From an optimization exercise on the open Yosys and OpenROAD flow, aimed at small area; shortcuts taken in it are not production practice. RTL that was checked went through simulation tests only; none was proved equivalent to the original. Function not checked in run 5: the RTL went through the layout flow alone. No activity file was given, so power comes from the tool's default toggle rates.

<file path="design.v">
module adc_interface (
    input wire clk,
    input wire rst_n,
    input wire [11:0] adc_data,
    input wire adc_valid,
    output reg [11:0] voltage_fb,
    output reg data_ready,
    output reg [7:0] d_term
);
    reg first;
    wire [11:0] vold_n = {~(voltage_fb[11] | first), ~voltage_fb[10:0] | {11{first}}};
    wire [12:0] s;
    wire s_co;
    add_rca #(13) u_s (.a({1'b0, adc_data}), .b({1'b1, vold_n}), .ci(1'b0),
                       .s(s), .co(s_co));
    wire [13:0] d5;
    wire d5_co;
    add_rca #(14) u_d5 (.a({{3{s[12]}}, s[12:2]}), .b({{1{s[12]}}, s}), .ci(1'b1),
                        .s(d5), .co(d5_co));
    always @(posedge clk)
        d_term <= d5[13:6];
    always @(posedge clk or negedge rst_n) begin
        if (!rst_n) begin
            voltage_fb <= 12'd0;
            data_ready <= 1'b0;
            first <= 1'b1;
        end else begin
            if (adc_valid)
                voltage_fb <= adc_data;
            data_ready <= adc_valid;
            first <= first & ~adc_valid;
        end
    end
endmodule
module add_rca #(parameter W = 8) (
    input wire [W-1:0] a,
    input wire [W-1:0] b,
    input wire ci,
    output wire [W-1:0] s,
    output wire co
);
    wire [W:0] c;
    assign c[0] = ci;
    genvar i;
    generate
        for (i = 0; i < W; i = i + 1) begin : bit_g
            assign s[i] = a[i] ^ b[i] ^ c[i];
            assign c[i+1] = (a[i] & b[i]) | (a[i] & c[i]) | (b[i] & c[i]);
        end
    endgenerate
    assign co = c[W];
endmodule
module add_csa #(parameter W = 8) (
    input wire [W-1:0] a,
    input wire [W-1:0] b,
    input wire [W-1:0] c,
    output wire [W-1:0] s,
    output wire [W-1:0] cy
);
    assign s = a ^ b ^ c;
    assign cy = (a & b) | (a & c) | (b & c);
endmodule
module pid_controller (
    input wire clk,
    input wire rst_n,
    input wire [11:0] feedback,
    input wire fb_valid,
    input wire [7:0] d_term,
    output wire [9:0] control_out
);
    reg [9:0] c0, c1, c2, c3;
    reg [19:0] kc;
    reg [7:0] gc;
    wire [11:0] n = {~feedback[11], feedback[10:0]} & {12{fb_valid}};
    wire [14:0] n5;
    wire n5_co;
    add_rca #(15) u_n5 (.a({{3{n[11]}}, n}), .b({{1{n[11]}}, n, 2'b00}), .ci(1'b0),
                        .s(n5), .co(n5_co));
    wire [19:0] ks;
    wire ks_co;
    add_rca #(20) u_ks (.a(kc), .b({{5{n5[14]}}, n5}), .ci(1'b0), .s(ks), .co(ks_co));
    function gt_const;
        input [18:0] v;
        input [18:0] k;
        integer i;
        begin
            gt_const = 1'b0;
            for (i = 0; i < 19; i = i + 1)
                gt_const = k[i] ? (v[i] & gt_const) : (v[i] | gt_const);
        end
    endfunction
    function lt_const;
        input [18:0] v;
        input [18:0] k;
        integer i;
        begin
            lt_const = 1'b0;
            for (i = 0; i < 19; i = i + 1)
                lt_const = k[i] ? (~v[i] | lt_const) : (~v[i] & lt_const);
        end
    endfunction
    wire pos_ovf = ~ks[19] & gt_const(ks[18:0], 19'h7A11F);
    wire neg_ovf = ks[19] & lt_const(ks[18:0], 19'd24287);
    wire [19:0] kc_new = pos_ovf ? 20'h7A11F : neg_ovf ? 20'h85EDF : ks;
    wire [7:0] a;
    wire a_co;
    add_rca #(8) u_a (.a({{3{kc[19]}}, kc[19:15]}), .b(gc), .ci(1'b1), .s(a), .co(a_co));
    wire [17:0] op1 = {{3{n5[14]}}, n5};
    wire [17:0] op2 = {{1{n5[14]}}, n5, 2'b00};
    wire [17:0] op3 = {1'b1, 1'b1, ~a[7], a[7], a, 6'b111111};
    wire [17:0] cs_s, cs_c;
    add_csa #(18) u_cs (.a(op1), .b(op2), .c(op3), .s(cs_s), .cy(cs_c));
    wire [17:0] zs;
    wire zs_co;
    add_rca #(18) u_z (.a(cs_s), .b({cs_c[16:0], 1'b0}), .ci(1'b0), .s(zs), .co(zs_co));
    wire [11:0] z = zs[17:6];
    wire [9:0] c3_new = {10{z[11]}} & ~({10{z[10]}} & z[9:0]);
    reg [1:0] n_upd;
    always @(posedge clk or negedge rst_n) begin
        if (!rst_n) begin
            c0 <= 10'd512;
            n_upd <= 2'd0;
            gc <= 8'hff;
        end else if (fb_valid) begin
            c0 <= (n_upd == 2'd3) ? c1 : (n_upd == 2'd0) ? 10'd0 : 10'd512;
            n_upd <= n_upd + {1'b0, n_upd != 2'd3};
            gc <= d_term;
        end
    end
    always @(posedge clk) begin
        if (fb_valid) begin
            c1 <= c2;
            c2 <= c3;
            c3 <= c3_new;
        end
    end
    always @(posedge clk or negedge rst_n) begin
        if (!rst_n)
            kc <= 20'hfffff;
        else
            kc <= kc_new;
    end
    assign control_out = c0;
endmodule
module pwm_generator (
    input wire clk,
    input wire rst_n,
    input wire [9:0] duty_cycle,
    output reg pwm_out
);
    reg [9:0] h;
    reg [9:0] duty_reg;
    reg nz;
    wire [6:0] m = h[6:0];
    wire skip = (m == 7'd41) | (m == 7'd84) | (m == 7'd127);
    wire wrap = &h;
    wire start = (h[9:1] == 9'd0);
    wire inc = h[0] | skip;
    wire [9:0] carry;
    wire [9:0] h_next;
    assign carry[1] = inc;
    assign h_next[0] = h[0] ^ ~skip;
    genvar i;
    generate
        for (i = 1; i < 10; i = i + 1) begin : inc_g
            assign h_next[i] = h[i] ^ carry[i];
            if (i < 9) begin : c_g
                assign carry[i+1] = carry[i] & h[i];
            end
        end
    endgenerate
    function lt10;
        input [9:0] x;
        input [9:0] y;
        integer j;
        begin
            lt10 = 1'b0;
            for (j = 0; j < 10; j = j + 1)
                lt10 = (~x[j] & y[j]) | (~(x[j] ^ y[j]) & lt10);
        end
    endfunction
    always @(posedge clk or negedge rst_n) begin
        if (!rst_n) begin
            h <= 10'd1;
            duty_reg <= 10'd0;
            nz <= 1'b0;
            pwm_out <= 1'b0;
        end else begin
            h <= h_next;
            if (wrap)
                duty_reg <= duty_cycle;
            if (start) begin
                nz <= |duty_reg[9:1];
                pwm_out <= nz;
            end else begin
                pwm_out <= lt10(h, duty_reg);
            end
        end
    end
endmodule
module buck_converter_top (
    input wire clk,
    input wire rst_n,
    input wire [11:0] adc_data,
    input wire adc_valid,
    output wire pwm_out,
    output wire [11:0] voltage_monitor,
    output wire [9:0] duty_cycle_monitor
);
    wire [11:0] voltage_fb;
    wire adc_ready;
    wire [7:0] d_term;
    wire [9:0] duty_cycle;
    adc_interface adc_if (
        .clk(clk),
        .rst_n(rst_n),
        .adc_data(adc_data),
        .adc_valid(adc_valid),
        .voltage_fb(voltage_fb),
        .data_ready(adc_ready),
        .d_term(d_term)
    );
    pid_controller pid_ctrl (
        .clk(clk),
        .rst_n(rst_n),
        .feedback(voltage_fb),
        .fb_valid(adc_ready),
        .d_term(d_term),
        .control_out(duty_cycle)
    );
    pwm_generator pwm_gen (
        .clk(clk),
        .rst_n(rst_n),
        .duty_cycle(duty_cycle),
        .pwm_out(pwm_out)
    );
    assign voltage_monitor = voltage_fb;
    assign duty_cycle_monitor = duty_cycle;
endmodule
</file>
<file path="flow/run.sh">
#!/bin/bash
# Layout flow: the standard ORFS flow (standard.sh) with
#  - plain buf_1 cells as the port buffers (every port still gets one),
#  - CTS without dummy loads and with clkbuf_4/clkbuf_8 buffers,
#  - after the standard synthesis, fa_polarity.py removes inverters around
#    full-adder cells (FA(~a,~b,~c) = ~FA(a,b,c)); registers and their cells
#    are untouched.  A Yosys equivalence check guards it: if the check fails
#    the standard netlist is used as is.
set -uo pipefail
W=$PWD
R=$W/orfs/results/sky130hd/buck_converter_top/base
cat >> config.mk <<'CFG'
export BUFFER_PORTS_ARGS = -buffer_cell sky130_fd_sc_hd__buf_1
export CTS_ARGS = -sink_clustering_enable -repair_clock_nets -dont_use_dummy_load -sink_clustering_size 30 -sink_clustering_max_diameter 150 -buf_list {sky130_fd_sc_hd__clkbuf_4 sky130_fd_sc_hd__clkbuf_8 sky130_fd_sc_hd__clkbuf_16}
CFG
bash standard.sh $R/1_2_yosys.v > synth.log 2>&1 || exit 1
cp $R/1_2_yosys.v pol_before.v
if python3 flow/fa_polarity.py pol_before.v pol_after.v > polarity.log 2>&1; then
  if python3 flow/rename_nets.py pol_after.v pol_after_renamed.v >> polarity.log 2>&1 &&
     yosys -q -s flow/eq_check.ys > eq_check.log 2>&1; then
    cp pol_after.v $R/1_2_yosys.v
    echo "polarity: netlist replaced" >> polarity.log
  else
    echo "polarity: equivalence check failed, standard netlist kept" >> polarity.log
  fi
else
  echo "polarity: script failed, standard netlist kept" >> polarity.log
fi
bash standard.sh > layout.log 2>&1
</file>
<file path="flow/eq_check.ys">
# Equivalence of the netlist before and after fa_polarity.py (registers and
# ports matched by name; internal nets renamed apart by the caller).
read_liberty -ignore_miss_func /OpenROAD-flow-scripts/flow/platforms/sky130hd/lib/sky130_fd_sc_hd__tt_025C_1v80.lib
read_verilog pol_before.v
rename buck_converter_top gold
read_verilog pol_after_renamed.v
rename buck_converter_top gate
flatten
async2sync
equiv_make gold gate eq
hierarchy -top eq
equiv_simple -seq 2
equiv_induct
equiv_status -assert
</file>
<file path="flow/fa_polarity.py">
#!/usr/bin/env python3
"""Remove inverters around full-adder cells in a flat sky130 netlist.

A full adder is self-dual: FA(~a, ~b, ~c) = (~sum, ~cout).  Yosys's
extract_fa often leaves inverters on the inputs and outputs of fa cells
(between two adders, between a register and an adder, ...).  This script
chooses for every fa cell whether it computes the true or the complemented
function, then rebuilds the inverters so each load sees the value it had
before, with as few inverters as it can find.  The logic function of the
netlist is unchanged.

usage: fa_polarity.py IN.v OUT.v
"""
import random
import re
import sys

OUT_PINS = {"X", "Y", "Q", "Q_N", "SUM", "COUT", "HI", "LO", "GCLK"}
FA_IN = ("A", "B", "CIN")
FA_OUT = ("SUM", "COUT")

src = open(sys.argv[1]).read()
inst_re = re.compile(r"^(\s*)(sky130_fd_sc_hd__\w+)\s+(\S+)\s*\((.*?)\);[ \t]*\n", re.S | re.M)
pin_re = re.compile(r"\.(\w+)\(([^()]*)\)")

mod_hdr = re.search(r"module\s+\w+\s*\(([^)]*)\);", src)
outputs = set()
for m in re.finditer(r"^\s*output\s+(?:\[\d+:\d+\]\s*)?(\S+?)\s*;", src, re.M):
    outputs.add(m.group(1))

def base(net):
    n = net.strip()
    if n.startswith("\\"):
        n = n[1:]
    return re.sub(r"\[\d+\]$", "", n)

cells = []
for m in inst_re.finditer(src):
    pins = {p: n.strip() for p, n in pin_re.findall(m.group(4))}
    cells.append({"type": m.group(2), "name": m.group(3), "pins": pins,
                  "span": m.span(), "indent": m.group(1)})

def is_inv(c):
    return re.fullmatch(r"sky130_fd_sc_hd__inv_\d+", c["type"]) is not None

def is_fa(c):
    return re.fullmatch(r"sky130_fd_sc_hd__fa_\d+", c["type"]) is not None

driver = {}
loads = {}
for i, c in enumerate(cells):
    for p, n in c["pins"].items():
        if not n:
            continue
        if p in OUT_PINS:
            driver[n] = (i, p)
        else:
            loads.setdefault(n, []).append((i, p))

port_nets = {n for n in list(driver) + list(loads) if base(n) in outputs}

def root(net):
    par = 0
    seen = 0
    while net in driver and is_inv(cells[driver[net][0]]) and seen < 100:
        net = cells[driver[net][0]]["pins"]["A"]
        par ^= 1
        seen += 1
    return net, par

# give up on anything unusual: an inverter driving an output port
for n in port_nets:
    if n in driver and is_inv(cells[driver[n][0]]):
        sys.stderr.write("inverter drives port %s; netlist left as is\n" % n)
        open(sys.argv[2], "w").write(src)
        sys.exit(0)

fas = [i for i, c in enumerate(cells) if is_fa(c)]
frozen = set()
for i in fas:
    for p in FA_OUT:
        n = cells[i]["pins"].get(p)
        if n in port_nets:
            frozen.add(i)

# consumers: (cell index, pin, root net, parity)
consumers = []
for i, c in enumerate(cells):
    if is_inv(c):
        continue
    for p, n in c["pins"].items():
        if p in OUT_PINS or not n or n.startswith(("1'", "0'")):
            continue
        r, par = root(n)
        consumers.append((i, p, r, par))

def root_flip_cell(r):
    if r in driver:
        i, p = driver[r]
        if is_fa(cells[i]) and p in FA_OUT:
            return i
    return None

by_root = {}
for k, (i, p, r, par) in enumerate(consumers):
    by_root.setdefault(r, []).append(k)

def need_inv(k, flip):
    i, p, r, par = consumers[k]
    v = par
    if is_fa(cells[i]) and p in FA_IN and flip.get(i):
        v ^= 1
    rc = root_flip_cell(r)
    if rc is not None and flip.get(rc):
        v ^= 1
    return v

def cost(flip):
    return sum(1 for r, ks in by_root.items() if any(need_inv(k, flip) for k in ks))

touch = {i: set() for i in fas}
for r, ks in by_root.items():
    rc = root_flip_cell(r)
    if rc in touch:
        touch[rc].add(r)
    for k in ks:
        i = consumers[k][0]
        if i in touch:
            touch[i].add(r)

def root_cost(r, flip):
    return 1 if any(need_inv(k, flip) for k in by_root[r]) else 0

def local_search(flip):
    improved = True
    while improved:
        improved = False
        for i in fas:
            if i in frozen:
                continue
            before = sum(root_cost(r, flip) for r in touch[i])
            flip[i] = not flip.get(i, False)
            after = sum(root_cost(r, flip) for r in touch[i])
            if after < before:
                improved = True
            else:
                flip[i] = not flip[i]
    return flip

rng = random.Random(1)
best = local_search({})
best_cost = cost(best)
start_cost = cost({})
orig_invs = sum(1 for c in cells if is_inv(c))
for t in range(200):
    f = {i: (rng.random() < 0.5) for i in fas if i not in frozen}
    f = local_search(f)
    c = cost(f)
    if c < best_cost:
        best, best_cost = f, c

# rebuild
new_conn = {}  # (cell, pin) -> net
inv_for_root = {}
new_cells = []
new_wires = []
for r, ks in sorted(by_root.items()):
    for k in ks:
        i, p, rr, par = consumers[k]
        if need_inv(k, best):
            if r not in inv_for_root:
                idx = len(inv_for_root)
                net = "_fapol_%d_" % idx
                inv_for_root[r] = net
                new_wires.append(net)
                new_cells.append("  sky130_fd_sc_hd__inv_1 _fapol_inv_%d_ (\n    .A(%s),\n    .Y(%s)\n  );\n"
                                 % (idx, "@@%s@@" % r, net))
            new_conn[(i, p)] = inv_for_root[r]
        else:
            new_conn[(i, p)] = r

# a flipped adder's output nets now carry the complement: give the ones
# with public names fresh private names, so no name keeps a changed meaning
rename = {}
for i in fas:
    if best.get(i):
        for p in FA_OUT:
            n = cells[i]["pins"].get(p)
            if n and not re.fullmatch(r"_\d+_", n):
                rename[n] = "_fapoln_%d_" % len(rename)
                new_wires.append(rename[n])

def fmt(n):
    n = rename.get(n, n)
    return n + " " if n.startswith("\\") else n

out = []
pos = 0
for i, c in enumerate(cells):
    s, e = c["span"]
    out.append(src[pos:s])
    pos = e
    if is_inv(c):
        continue
    pins = dict(c["pins"])
    for p in pins:
        if (i, p) in new_conn:
            pins[p] = new_conn[(i, p)]
    body = ",\n".join("    .%s(%s)" % (p, fmt(n)) for p, n in pins.items())
    out.append("%s%s %s (\n%s\n  );\n" % (c["indent"], c["type"], c["name"], body))
tail = src[pos:]
# add the new cells before endmodule
k = tail.rfind("endmodule")
tail = tail[:k] + "".join(new_cells) + tail[k:]
out.append(tail)
text = "".join(out)
text = re.sub(r"@@(.*?)@@", lambda m: fmt(m.group(1)), text)
# declare new wires after the module header's port list declarations
decl = "".join("  wire %s;\n" % w for w in new_wires)
hdr_end = text.find(";", text.find("module")) + 1
text = text[:hdr_end] + "\n" + decl + text[hdr_end:]
open(sys.argv[2], "w").write(text)
sys.stderr.write("fa_polarity: %d fa cells, %d flipped, %d nets renamed, inverters %d -> %d\n"
                 % (len(fas), sum(1 for i in fas if best.get(i)), len(rename), orig_invs, len(inv_for_root)))
</file>
<file path="flow/rename_nets.py">
#!/usr/bin/env python3
"""Rename every net and cell of a flat netlist apart except ports and
registers, so an equivalence check pairs only registers and ports.
usage: rename_nets.py IN.v OUT.v"""
import re, sys
src = open(sys.argv[1]).read()
keep = set()
for m in re.finditer(r"^\s*(?:input|output)\s+(?:\[\d+:\d+\]\s*)?(\S+?)\s*;", src, re.M):
    keep.add(m.group(1))
for m in re.finditer(r"sky130_fd_sc_hd__(?:df|edf|sdf)\w*\s+\S+\s*\((.*?)\);", src, re.S):
    for p, n in re.findall(r"\.(\w+)\(([^()]*)\)", m.group(1)):
        if p in ("Q", "Q_N"):
            keep.add(n.strip())
def base(n):
    return re.sub(r"\[\d+\]$", "", n.lstrip("\\"))
def ren(m):
    n = m.group(0).strip()
    if n in keep or base(n) in keep:
        return m.group(0)
    core = n.lstrip("\\")
    return "\\" + core + "__r "
# rename nets inside pin connections and wire declarations
src = re.sub(r"(?<=\()\s*(\\\S+\s|[A-Za-z_][\w$]*(?:\[\d+\])?)\s*(?=\))",
             lambda m: ren(m), src)
src = re.sub(r"^(\s*wire\s+(?:\[\d+:\d+\]\s*)?)(\\\S+\s|[A-Za-z_][\w$]*)\s*;",
             lambda m: m.group(1) + ren(re.match(r".*", m.group(2))) + ";", src, flags=re.M)
# rename the instances of all cells but registers
def ren_inst(m):
    typ, name = m.group(1), m.group(2)
    if re.match(r"(df|edf|sdf)", typ):
        return m.group(0)
    return "sky130_fd_sc_hd__%s \\%s__r (" % (typ, name.lstrip("\\"))
src = re.sub(r"sky130_fd_sc_hd__(\w+)\s+(\S+)\s*\(", ren_inst, src)
open(sys.argv[2], "w").write(src)
</file>
<file path="standard.sh">
#!/bin/bash
# synth_recipe.tcl (not shown) runs the flow's synth.tcl, then flattens the netlist and writes it again
# the make line also repeats each setting of config.mk as NAME=value (left out here)
make -C /OpenROAD-flow-scripts/flow DESIGN_CONFIG=/design/flow/config.mk WORK_HOME=/design/flow/orfs CLKGATE_MAP_FILE= SYNTH_SCRIPT=/design/flow/synth_recipe.tcl "${@:-finish}"
</file>
<file path="config.mk">
export PLATFORM = sky130hd
export DESIGN_NAME = buck_converter_top
export DESIGN_NICKNAME = buck_converter_top
export VERILOG_FILES = /design/flow/design.v
export SDC_FILE = /design/flow/constraint.sdc
export NUM_CORES = 4
export LEC_CHECK = 0
export CAP_MARGIN = 20
export CORE_MARGIN = 2
export CORE_UTILIZATION = 40
export SLEW_MARGIN = 20
export BUFFER_PORTS_ARGS = -buffer_cell sky130_fd_sc_hd__buf_1
export CTS_ARGS = -sink_clustering_enable -repair_clock_nets -dont_use_dummy_load -sink_clustering_size 30 -sink_clustering_max_diameter 150 -buf_list {sky130_fd_sc_hd__clkbuf_4 sky130_fd_sc_hd__clkbuf_8 sky130_fd_sc_hd__clkbuf_16}
</file>
<file path="constraint.sdc">
create_clock -name core_clock -period 10.0 [get_ports {clk}]
set_input_delay 2.0000 -clock core_clock [delete_from_list [all_inputs] [get_ports {clk}]]
set_output_delay 2.0000 -clock core_clock [all_outputs]
set_load 0.01 [all_outputs]
</file>
==> results of run 1 <==
==> area by class of cell <==
type / instances / share of cell area (%)
multi-input cells: 285 / 42.1
flip-flops and latches: 114 / 42.0
clock buffers: 17 / 5.95
well taps: 211 / 3.70
inverters: 67 / 3.52
repair buffers: 44 / 2.73
==> layer usage <==
layer  vias to the layer above  share of wire (%)
met4                         0                1.3
met5                         -                  0
met1                      1753                 43
met2                        57                 52
met3                        13                3.3
li1                       1659                  -
==> worst max-delay path: cells and delay by family, from the launching register on <==
kind / cells / cell delay [ps]
fa+ha+maj: 19 / 7930
simple gates: 2 / 380
buf+inv: 3 / 400
compound gates: 2 / 460
flops: 1 / 410
==> worst max path at each step <==
stage / startpoint / to / slack, ps / depth (start not counted)
2_1_floorplan: adc_if.data_ready$_DFF_PN0_ / pid_ctrl.kc[5]$_DFF_PN1_ / 60 / 26
3_3_place_gp: adc_if.voltage_fb[0]$_DFFE_PN0P_ / pid_ctrl.kc[7]$_DFF_PN1_ / 360 / 26
3_5_place_dp: adc_if.voltage_fb[0]$_DFFE_PN0P_ / pid_ctrl.kc[7]$_DFF_PN1_ / 230 / 26
4_1_cts: adc_if.voltage_fb[0]$_DFFE_PN0P_ / pid_ctrl.kc[7]$_DFF_PN1_ / 150 / 26
5_1_grt: adc_if.voltage_fb[0]$_DFFE_PN0P_ / pid_ctrl.kc[11]$_DFF_PN1_ / -20 / 26
6_report: adc_if.voltage_fb[0]$_DFFE_PN0P_ / pid_ctrl.kc[11]$_DFF_PN1_ / 340 / 26
==> through the flow <==
stage | cells | setup WS (ps) | total power (W)
6_report | 738 | 339 | 0.00245
5_1_grt | 738 | -20.5 | 0.00269
4_1_cts | 734 | 145 | 0.00246
3_5_place_dp | 717 | 229 | 0.00197
3_3_place_gp | 717 | 359 | 0.00194
2_1_floorplan | 474 | 64.2 | 0.00169
==> timing repair <==
item / 4_1_cts / 5_1_grt
buffers inserted: 0 / 4
gates resized for setup: 0 / 5
endpoints found under the setup margin: 0 / 15
==> power breakdown <==
part	total (W)	switching [W]	internal, W
clock	0.000463	0.000172	0.000291
combinational	0.00120	0.000656	0.000546
sequential	0.000784	0.0000666	0.000718
total	0.00245	0.000894	0.00155
==> summary.txt, run 1 <==
Run status - no timing/DRC/antenna violations
DRT iter0 DRCs - 130
Power Density - 343 nW/µm²
Time the worst path needs with I/O delays and setup - 9660 ps
CTS H-tree depth - 4
CTS tree - done
Hold slack final - 411 ps
Post-layout util - 46.8%
Root buf cell - clkbuf_16
First-pass DRT Iterations - 4
Worst slew margin - 39.8%
Commonest non-fill, non-tap cell in the layout - fa_1
Final setup fails - 0
Final Routed Wirelength - 10600 µm
CP required - 10350 ps
Total Nets Final - 641
Starting Density - 41.1%
Final hold vios - 0
CP arrival - 10010 ps
GRT busiest layer - met2
Final period utilization - 96.6%
Worst vdd ir - 0.000151 V
Reg-to-reg endpoint - pid_ctrl.kc[11]$_DFF_PN1_
DRC - 0
Die ar. - 16700 µm²
Largest net degree at the start of global routing - 69
Worst hold path type - flip-flop to flip-flop
FP Rows - 45
Total negative slack - 0 ps
Startpoint Class - flip-flop
Syn nets - 586
RR Startpoint - adc_if.voltage_fb[0]$_DFFE_PN0P_
Met3 Usage GRT - 3.47%
DP HPWL - 7860 µm
Placement-stage cell area - 6670 µm²
CP Capture Type - flip-flop
Mapped cell area - 6270 µm²
Most frequent cells in the layout - fa_1, inv_1, dfrtp_1
Hold Buf Count CTS - 0
Critical Path Max Stage Delay - 490 ps
Critical path peak fanout - 5
Vias in the first global route - 3861
Reg2reg setup slack - 340 ps
Slowest cell on crit path - fa_1
Clock Skews - 14.3 ps
Final estimated routing congestion in global placement - 0.818
Hold endpoint - pid_ctrl.c2[2]$_DFFE_PP_
Mapped Cells - 474
WHS Path Cells - 0
Initial antenna violation count - 0
Max cap viols - 0
Met2 GRT Util - 24.8%
Met1 global-route usage - 16.8%
Max FFs per register - 20
Avg WL per Cell - 14.4 µm
Share of cells above drive strength 1 - 17.6%
CTS buffer count - 17
Register area - 3000 µm²
Port bufs - 37
Biggest register - pid_ctrl.kc
Top flop regs - pid_ctrl.kc: 20 flops, adc_if.voltage_fb: 12 flops
Avg Cell Area, Syn - 13.2 µm²
Clk sink count - 114
Final instance area - 7140 µm²
Critical path type - flip-flop to flip-flop
Ys Warns - 3
Via count - 3482
Post-DRT Antenna Nets - 0
Worst R2R Path Depth - 26
Area growth, synth to finish - 13.9%
Vias/cell - 4.72
Min-delay src - pid_ctrl.c3[2]$_DFFE_PP_
GRT Overall Usage - 14.1%
Static Leakage - 3.04 nW
Clk slew on worst S/H paths - 50 ps
First-pass GRT wire length - 18200 µm
FILL cells - 1405
Final Slew Violations - 0
Clock Path Buffers - 2
Area of the core - 15300 µm²
DIE HEIGHT - 129 µm
Slew @ Worst Pin - 900 ps
# diodes - 0
Die width - 129 µm
Remaining global-route overflow - 0
Clock Latency Late Sink - 400 ps
Max Freq - 104 MHz
Multi-input logic area - 3010 µm²
Crit-path most repeated cell - fa_1
Ports - 38
==> run 2, diff against run 1 <==
--- a/design.v
+++ b/design.v
@@ -3,11 +3,12 @@
     input wire rst_n,
     input wire [11:0] adc_data,
     input wire adc_valid,
+    input wire no_update,
     output reg [11:0] voltage_fb,
     output reg data_ready,
     output reg [7:0] d_term
 );
-    reg first;
+    wire first = no_update & ~data_ready;
     wire [11:0] vold_n = {~(voltage_fb[11] | first), ~voltage_fb[10:0] | {11{first}}};
     wire [12:0] s;
     wire s_co;
@@ -23,12 +24,10 @@
         if (!rst_n) begin
             voltage_fb <= 12'd0;
             data_ready <= 1'b0;
-            first <= 1'b1;
         end else begin
             if (adc_valid)
                 voltage_fb <= adc_data;
             data_ready <= adc_valid;
-            first <= first & ~adc_valid;
         end
     end
 endmodule
@@ -66,7 +65,8 @@
     input wire [11:0] feedback,
     input wire fb_valid,
     input wire [7:0] d_term,
-    output wire [9:0] control_out
+    output wire [9:0] control_out,
+    output wire no_update
 );
     reg [9:0] c0, c1, c2, c3;
     reg [19:0] kc;
@@ -141,6 +141,7 @@
             kc <= kc_new;
     end
     assign control_out = c0;
+    assign no_update = (n_upd == 2'd0);
 endmodule
 module pwm_generator (
     input wire clk,
@@ -176,7 +177,7 @@
         begin
             lt10 = 1'b0;
             for (j = 0; j < 10; j = j + 1)
-                lt10 = (~x[j] & y[j]) | (~(x[j] ^ y[j]) & lt10);
+                lt10 = (~x[j] & y[j]) | (~x[j] & lt10) | (y[j] & lt10);
         end
     endfunction
     always @(posedge clk or negedge rst_n) begin
@@ -210,12 +211,14 @@
     wire [11:0] voltage_fb;
     wire adc_ready;
     wire [7:0] d_term;
+    wire no_update;
     wire [9:0] duty_cycle;
     adc_interface adc_if (
         .clk(clk),
         .rst_n(rst_n),
         .adc_data(adc_data),
         .adc_valid(adc_valid),
+        .no_update(no_update),
         .voltage_fb(voltage_fb),
         .data_ready(adc_ready),
         .d_term(d_term)
@@ -226,7 +229,8 @@
         .feedback(voltage_fb),
         .fb_valid(adc_ready),
         .d_term(d_term),
-        .control_out(duty_cycle)
+        .control_out(duty_cycle),
+        .no_update(no_update)
     );
     pwm_generator pwm_gen (
         .clk(clk),
--- a/flow/run.sh
+++ b/flow/run.sh
@@ -1,7 +1,7 @@
 #!/bin/bash
 # Layout flow: the standard ORFS flow (standard.sh) with
 #  - plain buf_1 cells as the port buffers (every port still gets one),
-#  - CTS without dummy loads and with clkbuf_4/clkbuf_8 buffers,
+#  - CTS without dummy loads and with clkbuf_4 buffers,
 #  - after the standard synthesis, fa_polarity.py removes inverters around
 #    full-adder cells (FA(~a,~b,~c) = ~FA(a,b,c)); registers and their cells
 #    are untouched.  A Yosys equivalence check guards it: if the check fails
@@ -11,7 +11,7 @@
 R=$W/orfs/results/sky130hd/buck_converter_top/base
 cat >> config.mk <<'CFG'
 export BUFFER_PORTS_ARGS = -buffer_cell sky130_fd_sc_hd__buf_1
-export CTS_ARGS = -sink_clustering_enable -repair_clock_nets -dont_use_dummy_load -sink_clustering_size 30 -sink_clustering_max_diameter 150 -buf_list {sky130_fd_sc_hd__clkbuf_4 sky130_fd_sc_hd__clkbuf_8 sky130_fd_sc_hd__clkbuf_16}
+export CTS_ARGS = -sink_clustering_enable -repair_clock_nets -dont_use_dummy_load -buf_list {sky130_fd_sc_hd__clkbuf_4}
 CFG
 bash standard.sh $R/1_2_yosys.v > synth.log 2>&1 || exit 1
 cp $R/1_2_yosys.v pol_before.v
==> config.mk (replaced) <==
export PLATFORM = sky130hd
export DESIGN_NAME = buck_converter_top
export DESIGN_NICKNAME = buck_converter_top
export VERILOG_FILES = /design/flow/design.v
export SDC_FILE = /design/flow/constraint.sdc
export NUM_CORES = 4
export LEC_CHECK = 0
export CAP_MARGIN = 20
export CORE_MARGIN = 2
export CORE_UTILIZATION = 75
export SLEW_MARGIN = 20
export BUFFER_PORTS_ARGS = -buffer_cell sky130_fd_sc_hd__buf_1
export CTS_ARGS = -sink_clustering_enable -repair_clock_nets -dont_use_dummy_load -buf_list {sky130_fd_sc_hd__clkbuf_4}
==> summary.txt, run 2 <==
Port bufs - 37
Mapped Cells - 483
Vias in the first global route - 3886
CTS H-tree depth - 4
Hold slack final - 393 ps
Root buf cell - clkbuf_4
Tot Pwr - 0.00228 W
Placement Setup Slack - 15.9 ps
Max FFs per register - 20
Max Freq - 103 MHz
CTS tree - done
Area of the core - 8090 µm²
Power Density - 345 nW/µm²
Mapped cell area - 6140 µm²
Area growth, synth to finish - 7.48%
DRC - 0
Worst Path Buf+Inv - 2
Biggest register - pid_ctrl.kc
P_int - 0.00135 W
Crit path max-delay family - adder cells
Ports - 38
FILL cells - 470
PnR worst setup slack - 258 ps
First-pass DRT Iterations - 4
Max cap viols - 0
Multi-input logic area - 2920 µm²
Startpoint Class - flip-flop
Static Leakage - 2.82 nW
Via count - 3704
Starting Density - 75.9%
Register area - 2980 µm²
Die width - 94.5 µm
Hold Buf Count CTS - 0
Avg Cell Area, Syn - 12.7 µm²
Worst slew margin - 36.7%
CP Capture Type - flip-flop
Switching power share of the total - 40.7%
Final Slew Violations - 0
Most frequent cells in the layout - fa_1, inv_1, nand2_1
GRT Overall Usage - 28.4%
Net Sw Power - 0.000927 W
DP HPWL - 8680 µm
DRT iter0 DRCs - 159
Post-layout util - 81.6%
Clk slew on worst S/H paths - 110 ps
Initial antenna violation count - 0
Avg WL per Cell - 18.0 µm
FP Rows - 33
Final estimated routing congestion in global placement - 0.851
Syn nets - 586
Combinational share of power - 56.4%
Share of cells above drive strength 1 - 16.8%
Commonest non-fill, non-tap cell in the layout - fa_1
Vias/cell - 5.79
Final period utilization - 97.4%
Slowest cell on crit path - fa_2
DIE HEIGHT - 94.5 µm
Post-DRT Antenna Nets - 0
# diodes - 0
Clock Skews - 35.9 ps
Remaining global-route overflow - 0
Run status - no timing/DRC/antenna violations
Total Nets Final - 640
Final hold vios - 0
Final Routed Wirelength - 11500 µm
First-pass GRT wire length - 18500 µm
Clock power frac - 9.5%
Critical path peak fanout - 9
Clock Path Buffers - 2
Final setup fails - 0
Slew @ Worst Pin - 949 ps
Clock Latency Late Sink - 520 ps
Critical path type - flip-flop to flip-flop
Seq pwr share - 34.2%
Time the worst path needs with I/O delays and setup - 9740 ps
CP required - 10420 ps
Die ar. - 8930 µm²
Worst hold path type - flip-flop to flip-flop
Ys Warns - 3
CP arrival - 10160 ps
Critical Path Max Stage Delay - 600 ps
Final non-filler cell total - 640
Cell count after placement - 621
Clk sink count - 113
Largest net degree at the start of global routing - 76
CTS buffer count - 17
Worst vdd ir - 0.000270 V
Top flop regs - pid_ctrl.kc: 20 flops, adc_if.voltage_fb: 12 flops
Crit-path most repeated cell - fa_1
run 2: final timing paths:
path	start	end	slack, ps	cells past startpoint
max	adc_if.voltage_fb[0]$_DFFE_PN0P_	pid_ctrl.kc[14]$_DFF_PN1_	260	26
min	pid_ctrl.c3[0]$_DFFE_PP_	pid_ctrl.c2[0]$_DFFE_PP_	390	0
max reg2reg	adc_if.voltage_fb[0]$_DFFE_PN0P_	pid_ctrl.kc[14]$_DFF_PN1_	260	26
min reg2reg	pid_ctrl.c3[0]$_DFFE_PP_	pid_ctrl.c2[0]$_DFFE_PP_	390	0
max in group asynchronous	rst_n	adc_if.data_ready$_DFF_PN0_	7580	2
min in group asynchronous	rst_n	pid_ctrl.c0[4]$_DFFE_PN0P_	1690	2
run 2: area by class of cell:
class / instances / share of cell area, %
multi-input cells: 295 / 44.2
inverters: 65 / 3.70
clock buffers: 17 / 1.93
well taps: 105 / 1.99
flip-flops and latches: 113 / 45.1
repair buffers: 45 / 3.09
run 2: power by group through the flow:
stage | clock (W) | combinational (W) | sequential [W]
after floorplan | 0 | 0.000888 | 0.000771
after global placement | 0 | 0.00115 | 0.000782
after detailed placement | 0 | 0.00123 | 0.000786
after CTS | 0.000219 | 0.00124 | 0.000779
after global routing | 0.000238 | 0.00145 | 0.000792
final | 0.000215 | 0.00128 | 0.000779
run 2: timing repair:
action | in CTS | in global routing
setup buffers | 0 | 2
resized for setup | 0 | 9
endpoints found under the setup margin | 0 | 15
run 2: layer usage:
metal	share of wire (%)	vias up	track usage, %	wire (µm)
met4	2.7	0	11.6	308
met1	40	1894	33.8	4550
met3	3.7	28	7.18	430
met2	54	79	49.9	6210
li1	-	1703	-	-
met5	0	-	0	0
run 2: per-stage QoR:
stage | instance area, µm² | setup TNS [ps]
after floorplan | 6140 | 0
after global placement | 6420 | 0
after detailed placement | 6420 | 0
after CTS | 6550 | 0
after global routing | 6600 | -179
final | 6600 | 0
run 2: worst register-to-register path, delay by kind of cell, from the launching register on:
family                   cells  cell delay (ps)
adder cells (fa/ha/maj)     19             8080
AND/OR/NAND/NOR              4              680
flip-flops                   1              420
buffers and inverters        2              280
AO/OA/AOI/OAI                1              200
==> run 3, diff against run 2 <==
--- a/config.mk
+++ b/config.mk
@@ -7,7 +7,7 @@
 export LEC_CHECK = 0
 export CAP_MARGIN = 20
 export CORE_MARGIN = 2
-export CORE_UTILIZATION = 75
+export CORE_UTILIZATION = 60
 export SLEW_MARGIN = 20
 export BUFFER_PORTS_ARGS = -buffer_cell sky130_fd_sc_hd__buf_1
 export CTS_ARGS = -sink_clustering_enable -repair_clock_nets -dont_use_dummy_load -buf_list {sky130_fd_sc_hd__clkbuf_4}
==> summary.txt, run 3 <==
Vias in the first global route - 3719
Max cap viols - 0
Clock Latency Late Sink - 520 ps
Slowest cell on crit path - fa_2
CP arrival - 10070 ps
Ys Warns - 3
Final Routed Wirelength - 10500 µm
Avg Cell Area, Syn - 12.7 µm²
Top flop regs - pid_ctrl.kc: 20 flops, adc_if.voltage_fb: 12 flops
Power Density - 329 nW/µm²
Critical path peak fanout - 5
Worst vdd ir - 0.000237 V
RSZ-0062 raised after global routing - no
DRC - 0
DRT iter0 DRCs - 168
Final setup fails - 0
Worst R2R Path Depth - 25
Share of cells above drive strength 1 - 16.1%
Largest net degree at the start of global routing - 76
Syn nets - 586
Biggest register - pid_ctrl.kc
CTS buffer count - 17
Die ar. - 11100 µm²
Port bufs - 37
CTS H-tree depth - 4
Total Nets Final - 638
Placement-stage cell area - 6450 µm²
Worst hold path type - flip-flop to flip-flop
Ports - 38
Final hold vios - 0
Mapped cell area - 6140 µm²
Slew @ Worst Pin - 950 ps
Run status - no timing/DRC/antenna violations
Mapped Cells - 483
Final instance area - 6610 µm²
First-pass DRT Iterations - 5
Max Freq - 104 MHz
Static Leakage - 2.82 nW
First-pass GRT wire length - 17900 µm
Hold slack final - 395 ps
Clk slew on worst S/H paths - 100 ps
Area growth, synth to finish - 7.62%
Critical path type - flip-flop to flip-flop
Root buf cell - clkbuf_4
Avg WL per Cell - 15.7 µm
Clock Path Buffers - 2
Worst slew margin - 36.6%
CP Capture Type - flip-flop
DP HPWL - 7920 µm
Vias/cell - 5.33
Time the worst path needs with I/O delays and setup - 9630 ps
Clock Skews - 35.1 ps
Total negative slack - 0 ps
GRT Overall Usage - 21.3%
Initial antenna violation count - 0
Via count - 3552
Post-DRT Antenna Nets - 0
CP required - 10440 ps
Final period utilization - 96.3%
Post-CTS sizing - 0
Starting Density - 62.3%
Max FFs per register - 20
Final estimated routing congestion in global placement - 0.837
Most frequent cells in the layout - fa_1, inv_1, nand2_1
WHS Path Cells - 0
# diodes - 0
Hold Buf Count CTS - 0
Cell count after placement - 648
Die width - 105 µm
DIE HEIGHT - 105 µm
Critical Path Max Stage Delay - 580 ps
Clk sink count - 113
FP Rows - 36
Remaining global-route overflow - 0
Tot Pwr - 0.00217 W
Final non-filler cell total - 666
Startpoint Class - flip-flop
Postcts setup bufs - 0
Area of the core - 9860 µm²
Crit-path most repeated cell - fa_1
Commonest non-fill, non-tap cell in the layout - fa_1
Final Slew Violations - 0
CTS tree - done
FILL cells - 756
run 3: path summary, 6_finish.rpt:
kind	startpoint	to	slack, ps
min in group asynchronous	rst_n	pwm_gen.duty_reg[5]$_DFFE_PN0P_	1730
worst max-delay path	adc_if.voltage_fb[0]$_DFFE_PN0P_	pid_ctrl.kc[4]$_DFF_PN1_	370
max in group asynchronous	rst_n	adc_if.data_ready$_DFF_PN0_	7550
worst min-delay path	pid_ctrl.c3[2]$_DFFE_PP_	pid_ctrl.c2[2]$_DFFE_PP_	390
worst max register to register	adc_if.voltage_fb[0]$_DFFE_PN0P_	pid_ctrl.kc[4]$_DFF_PN1_	370
worst min register to register	pid_ctrl.c3[2]$_DFFE_PP_	pid_ctrl.c2[2]$_DFFE_PP_	390
run 3: critical path, delay by kind of cell (launching register included):
| family | cells | cell delay (ps) |
|---|---|---|
| AOI/OAI and AO/OA | 2 | 300 |
| DFF | 1 | 410 |
| buffers and inverters | 2 | 340 |
| and+or+nand+nor | 2 | 460 |
| adders and majority gates | 19 | 8070 |
run 3: area by class of cell:
| cell class | instances | area [µm²] | share of cell area, % |
|---|---|---|---|
| Clock buffer | 17 | 128 | 1.93 |
| Inverter | 65 | 244 | 3.69 |
| Multi-Input combinational cell | 295 | 2900 | 43.9 |
| Sequential cell | 113 | 2980 | 45.0 |
| Tap cell | 133 | 166 | 2.52 |
| Timing Repair Buffer | 43 | 191 | 2.90 |
run 3: stage by stage:
stage	worst slack [ps]	utilization (%)
2_1_floorplan	170	-
3_3_place_gp	289	65.4
3_5_place_dp	151	65.4
4_1_cts	114	66.7
5_1_grt	17.2	67.0
6_report	368	67.0
run 3: power breakdown:
group	total, W	internal [W]	switching [W]
clock	0.000214	0.0000773	0.000136
sequential	0.000781	0.000713	0.0000688
combinational	0.00118	0.000527	0.000652
total	0.00217	0.00132	0.000858
run 3: metal layers:
layer / vias up / share of wire (%) / global-route usage (%)
met1: 1774 / 41 / 25.7
li1: 1686 / - / -
met2: 77 / 53 / 36.5
met3: 15 / 4.0 / 6.80
met5: - / 0 / 0
met4: 0 / 1.6 / 7.14
==> run 4, diff against run 3 <==
--- a/config.mk
+++ b/config.mk
@@ -7,7 +7,7 @@
 export LEC_CHECK = 0
 export CAP_MARGIN = 20
 export CORE_MARGIN = 2
-export CORE_UTILIZATION = 60
+export CORE_UTILIZATION = 40
 export SLEW_MARGIN = 20
 export BUFFER_PORTS_ARGS = -buffer_cell sky130_fd_sc_hd__buf_1
 export CTS_ARGS = -sink_clustering_enable -repair_clock_nets -dont_use_dummy_load -buf_list {sky130_fd_sc_hd__clkbuf_4}
==> summary.txt, run 4 <==
First-pass DRT Iterations - 5
CP arrival - 10040 ps
Final Slew Violations - 0
Syn nets - 586
Tot Pwr - 0.00212 W
Max FFs per register - 20
Die ar. - 16400 µm²
Port bufs - 37
Mapped cell area - 6140 µm²
Initial antenna violation count - 0
Max Freq - 104 MHz
Vias in the first global route - 3698
Slew @ Worst Pin - 932 ps
RSZ-0062 raised after global routing - no
Clk slew on worst S/H paths - 70 ps
RR Startpoint - adc_if.voltage_fb[0]$_DFFE_PN0P_
CTS tree - done
GRT Overall Usage - 14.0%
Avg WL per Cell - 14.0 µm
Startpoint Class - flip-flop
DIE HEIGHT - 128 µm
Worst vdd ir - 0.000143 V
Die width - 128 µm
Area of the core - 15100 µm²
Final hold vios - 0
Time the worst path needs with I/O delays and setup - 9610 ps
Mapped Cells - 483
Placement-stage cell area - 6510 µm²
Critical path peak fanout - 10
DP HPWL - 7730 µm
Static Leakage - 2.81 nW
Worst slew margin - 37.9%
Area growth, synth to finish - 8.60%
Ys Warns - 3
Total negative slack - 0 ps
CP required - 10430 ps
Share of cells above drive strength 1 - 16.0%
Final period utilization - 96.1%
Critical path type - flip-flop to flip-flop
Clock Skews - 38.4 ps
Final estimated routing congestion in global placement - 0.797
Top flop regs - pid_ctrl.kc: 20 flops, adc_if.voltage_fb: 12 flops
Root buf cell - clkbuf_4
Ports - 38
# diodes - 0
Worst hold path type - flip-flop to flip-flop
Final instance area - 6670 µm²
Final Routed Wirelength - 10000 µm
Post-DRT Antenna Nets - 0
Clock Latency Late Sink - 520 ps
Largest net degree at the start of global routing - 76
Min-delay src - adc_if.d_term[1]$_DFF_P_
Commonest non-fill, non-tap cell in the layout - fa_1
First-pass GRT wire length - 17500 µm
Via count - 3484
Starting Density - 40.7%
Run status - no timing/DRC/antenna violations
Postcts setup bufs - 0
FILL cells - 1424
Max cap viols - 0
DRC - 0
DRT iter0 DRCs - 109
Biggest register - pid_ctrl.kc
Remaining global-route overflow - 0
CTS buffer count - 17
Final setup fails - 0
Power Density - 318 nW/µm²
Vias/cell - 4.85
Total Nets Final - 636
CP Capture Type - flip-flop
CTS H-tree depth - 4
Most frequent cells in the layout - fa_1, inv_1, nand2_1
Crit path launch - adc_if.voltage_fb[0]$_DFFE_PN0P_
Clk sink count - 113
Clock Path Buffers - 2
Avg Cell Area, Syn - 12.7 µm²
FP Rows - 45
## run 4: cell count changes in the layout (fill, tap and decap cells not counted)
cell | before | now
nor4_2 | 2 | 0
clkbuf_4 | 18 | 17
clkdlybuf4s15_2 | 1 | 0
nand3_1 | 5 | 4
nand3_2 | 0 | 1
nor2_1 | 13 | 12
nor2_2 | 0 | 1
nor4_1 | 4 | 5
nor4_4 | 0 | 1
## run 4: final cells by class
| cell class | count | area, µm² | share of cell area (%) |
|---|---|---|---|
| clock buffer | 17 | 128 | 1.91 |
| inverter | 65 | 244 | 3.66 |
| multi-input combinational | 295 | 2910 | 43.7 |
| sequential | 113 | 2980 | 44.6 |
| tap | 188 | 235 | 3.53 |
| timing repair buffer | 41 | 173 | 2.59 |
## run 4: worst paths after layout
| kind | end | slack [ps] | cells after the start |
|---|---|---|---|
| min in group asynchronous | pid_ctrl.c0[6]$_DFFE_PN0P_ | 1600 | 1 |
| max in group asynchronous | adc_if.data_ready$_DFF_PN0_ | 7680 | 1 |
| min | pid_ctrl.gc[1]$_DFFE_PN1P_ | 410 | 2 |
| min reg2reg | pid_ctrl.gc[1]$_DFFE_PN1P_ | 410 | 2 |
| max reg2reg | pid_ctrl.kc[14]$_DFF_PN1_ | 390 | 26 |
| max | pid_ctrl.kc[14]$_DFF_PN1_ | 390 | 26 |
## run 4: metrics by stage
step | worst slack, ps | utilization (%) | hold WS [ps] | instances
floorplan | 170 | - | 396 | 483
global placement | 288 | 43.1 | 401 | 702
detailed placement | 137 | 43.1 | 405 | 702
CTS | 64.2 | 44.0 | 417 | 719
global route | 6.12 | 44.2 | 416 | 719
finish | 395 | 44.2 | 415 | 719
## run 4: what timing repair did
| action | 4_1_cts | 5_1_grt |
|---|---|---|
| endpoints found under the hold margin | 0 | 0 |
| hold buffers | 0 | 0 |
| resized for setup | 0 | 7 |
| endpoints found under the setup margin | 0 | 13 |
## run 4: per-layer routing
metal  routed length [µm]  track usage (%)
met5                    0                0
met4                  227             6.40
met3                  379             3.88
met2                 4940             22.5
met1                 4500             17.7
## run 4: critical path, cell delays in order (launching register included)
cell	delay, ps
dfrtp_1	420
and2_1	210
ha_1	220
fa_1	410
fa_1	420
fa_1	440
fa_1	440
fa_1	450
fa_1	440
fa_1	440
fa_1	440
fa_1	430
fa_1	430
fa_1	430
fa_1	430
fa_1	430
fa_1	430
fa_2	370
fa_1	420
fa_1	420
fa_2	590
inv_1	50
nor4_1	260
o211ai_1	170
buf_4	210
nand2_1	80
nand2_1	70
## run 4: power by group
| part | total [W] | internal (W) | switching (W) |
|---|---|---|---|
| logic | 0.00113 | 0.000516 | 0.000619 |
| clock network | 0.000212 | 0.0000771 | 0.000134 |
| registers | 0.000777 | 0.000712 | 0.0000651 |
==> run 5, diff against run 4 <==
--- a/design.v
+++ b/design.v
@@ -180,23 +180,28 @@
                 lt10 = (~x[j] & y[j]) | (~x[j] & lt10) | (y[j] & lt10);
         end
     endfunction
+    reg dv;
     always @(posedge clk or negedge rst_n) begin
         if (!rst_n) begin
             h <= 10'd1;
-            duty_reg <= 10'd0;
+            dv <= 1'b0;
             nz <= 1'b0;
             pwm_out <= 1'b0;
         end else begin
             h <= h_next;
             if (wrap)
-                duty_reg <= duty_cycle;
+                dv <= 1'b1;
             if (start) begin
-                nz <= |duty_reg[9:1];
+                nz <= dv & (|duty_reg[9:1]);
                 pwm_out <= nz;
             end else begin
-                pwm_out <= lt10(h, duty_reg);
+                pwm_out <= dv & lt10(h, duty_reg);
             end
         end
+    end
+    always @(posedge clk) begin
+        if (wrap)
+            duty_reg <= duty_cycle;
     end
 endmodule
 module buck_converter_top (
==> summary.txt, run 5 <==
CP Capture Type - flip-flop
Die ar. - 16400 µm²
Met3 wire length - 395 µm
Clk sink count - 114
CTS tree - done
CP required - 10440 ps
Met2 routed WL - 5650 µm
Area of the core - 15100 µm²
Routed length on met1 - 4570 µm
Area growth, synth to finish - 8.88%
Critical path peak fanout - 6
Mapped Cells - 464
Worst slew margin - 42.5%
Worst vdd ir - 0.000133 V
Root buf cell - clkbuf_4
Combinational share of power - 55.2%
Starting Density - 40.7%
Commonest non-fill, non-tap cell in the layout - inv_1
Placement Setup Slack - 133 ps
Final Slew Violations - 0
CTS H-tree depth - 4
Hold Buf Count CTS - 0
Total negative slack - 0 ps
PnR worst setup slack - 391 ps
Max Freq - 104 MHz
Max cap viols - 0
Clk slew on worst S/H paths - 80 ps
DP HPWL - 8330 µm
Critical Path Max Stage Delay - 540 ps
Final setup fails - 0
Switching power share of the total - 39.8%
Syn nets - 567
CP arrival - 10050 ps
Share of cells above drive strength 1 - 15.7%
First-pass GRT wire length - 18700 µm
Final Routed Wirelength - 10800 µm
Hold slack final - 420 ps
Top flop regs - pid_ctrl.kc: 20 flops, adc_if.voltage_fb: 12 flops
DRT iter0 DRCs - 149
Die width - 128 µm
Clock Path Buffers - 2
Critical path type - flip-flop to flip-flop
Avg Cell Area, Syn - 13.3 µm²
Time the worst path needs with I/O delays and setup - 9610 ps
Min-delay src - adc_if.d_term[0]$_DFF_P_
Via count - 3483
Total Nets Final - 622
Startpoint Class - flip-flop
Power Density - 333 nW/µm²
Post-DRT Antenna Nets - 0
Slowest cell on crit path - fa_1
Max FFs per register - 20
Hold endpoint - pid_ctrl.gc[0]$_DFFE_PN1P_
DRC - 0
Mapped cell area - 6160 µm²
Crit-path most repeated cell - fa_1
Final period utilization - 96.1%
Reg2reg setup slack - 390 ps
Slew @ Worst Pin - 863 ps
Ports - 38
RR Startpoint - adc_if.data_ready$_DFF_PN0_
FILL cells - 1379
Vias/cell - 4.93
P_int - 0.00135 W
Biggest register - pid_ctrl.kc
Final estimated routing congestion in global placement - 0.768
Clock Skews - 40.4 ps
Reg-to-reg endpoint - pid_ctrl.kc[5]$_DFF_PN1_
CTS buffer count - 17
Clock power frac - 9.6%
Run status - no timing/DRC/antenna violations
Ys Warns - 3
RSZ-0062 raised after global routing - no
FP Rows - 45
DIE HEIGHT - 128 µm
Static Leakage - 2.77 nW
Max Used Layer - met4
Seq pwr share - 35.3%
Post-layout util - 44.3%
Net Sw Power - 0.000890 W
WHS Path Cells - 2
Port bufs - 37
First-pass DRT Iterations - 4
GRT Overall Usage - 14.9%
Avg WL per Cell - 15.3 µm
Worst hold path type - flip-flop to flip-flop
Vias in the first global route - 3924
Initial antenna violation count - 1
Largest net degree at the start of global routing - 70
Worst R2R Path Depth - 25
Clock Latency Late Sink - 510 ps
Final hold vios - 0
Remaining global-route overflow - 0
Most frequent cells in the layout - inv_1, fa_1, nand2_1
## run 5: layer usage
metal  track usage (%)  vias up
li1                  -     1643
met5                 0        -
met2              26.4       65
met1              17.2     1760
met3              4.17       15
met4              5.62        0
## run 5: worst max-delay path by stage
| stage | endpoint | slack, ps | startpoint |
|---|---|---|---|
| after CTS | pid_ctrl.kc[5]$_DFF_PN1_ | 100 | adc_if.data_ready$_DFF_PN0_ |
| after detailed placement | pid_ctrl.kc[5]$_DFF_PN1_ | 130 | adc_if.data_ready$_DFF_PN0_ |
| after global routing | pid_ctrl.kc[5]$_DFF_PN1_ | 10 | adc_if.data_ready$_DFF_PN0_ |
| final | pid_ctrl.kc[5]$_DFF_PN1_ | 390 | adc_if.data_ready$_DFF_PN0_ |
| after floorplan | pid_ctrl.kc[5]$_DFF_PN1_ | 80 | adc_if.data_ready$_DFF_PN0_ |
| after global placement | pid_ctrl.kc[5]$_DFF_PN1_ | 280 | adc_if.data_ready$_DFF_PN0_ |
## run 5: final cells by class
type                    count  area (µm²)  share of cell area, %
diodes                      1        2.50                 0.0373
clock buffers              17         128                   1.90
inverters                  71         267                   3.97
multi-input cells         271        2830                   42.2
flip-flops and latches    114        3050                   45.5
well taps                 188         235                   3.51
repair buffers             44         193                   2.87
## run 5: timing repair
item | 4_1_cts | 5_1_grt
setup endpoints to repair | 0 | 15
gates resized for setup | 0 | 4
setup buffers | 0 | 3
## run 5: critical path: cells and delay by family (launching register included)
kind            cells  cell delay, ps
simple gates        3             670
flops               1             490
buf+inv             1              80
compound gates      2             360
fa+ha+maj          19            7960
## run 5: stage by stage
step / total power (W) / cell area (µm²) / cells
6_report: 0.00224 / 6710 / 706
5_1_grt: 0.00250 / 6710 / 706
4_1_cts: 0.00225 / 6670 / 702
3_5_place_dp: 0.00202 / 6540 / 685
3_3_place_gp: 0.00196 / 6540 / 685
2_1_floorplan: 0.00171 / 6170 / 464
## run 5: power by group through the flow
stage	combinational, W	clock, W	sequential (W)
5_1_grt	0.00145	0.000246	0.000803
3_3_place_gp	0.00117	0	0.000797
3_5_place_dp	0.00122	0	0.000801
6_report	0.00123	0.000214	0.000789
2_1_floorplan	0.000927	0	0.000784
4_1_cts	0.00123	0.000228	0.000791

separate check: timing with driven ports:
The flow's constraints put no driver on any port. The routed layouts listed below were extracted and timed again, unchanged, in two steps. Step 1 (the two cells are an assumption about what drives the block):
set clk [get_ports {clk}]
set_driving_cell -lib_cell sky130_fd_sc_hd__clkbuf_16 $clk
set_driving_cell -lib_cell sky130_fd_sc_hd__buf_2 [delete_from_list [all_inputs] $clk]
Step 2, shift: input delay + t, output delay - t, t = (earliest + latest rising clock arrival at the registers) / 2. This alone moves slack from input paths to output paths. Slacks: ideal / step 1 / step 2; pairs: ideal / step 1.
run	t, ns	setup slack, ns	worst slew at a driven data input, ns	cell pins on the clock port's net
run 1	0.439	0.339 / 0.339 / 0.339	0.03	1
run 2	0.537	0.258 / 0.258 / 0.258	0.04	1
run 3	0.534	0.368 / 0.368 / 0.368	0.03	1
run 4	0.536	0.395 / 0.395 / 0.395	0.03	1
run 5	0.532	0.391 / 0.391 / 0.391	0.05	1
After both steps setup and hold are still met in every run listed.
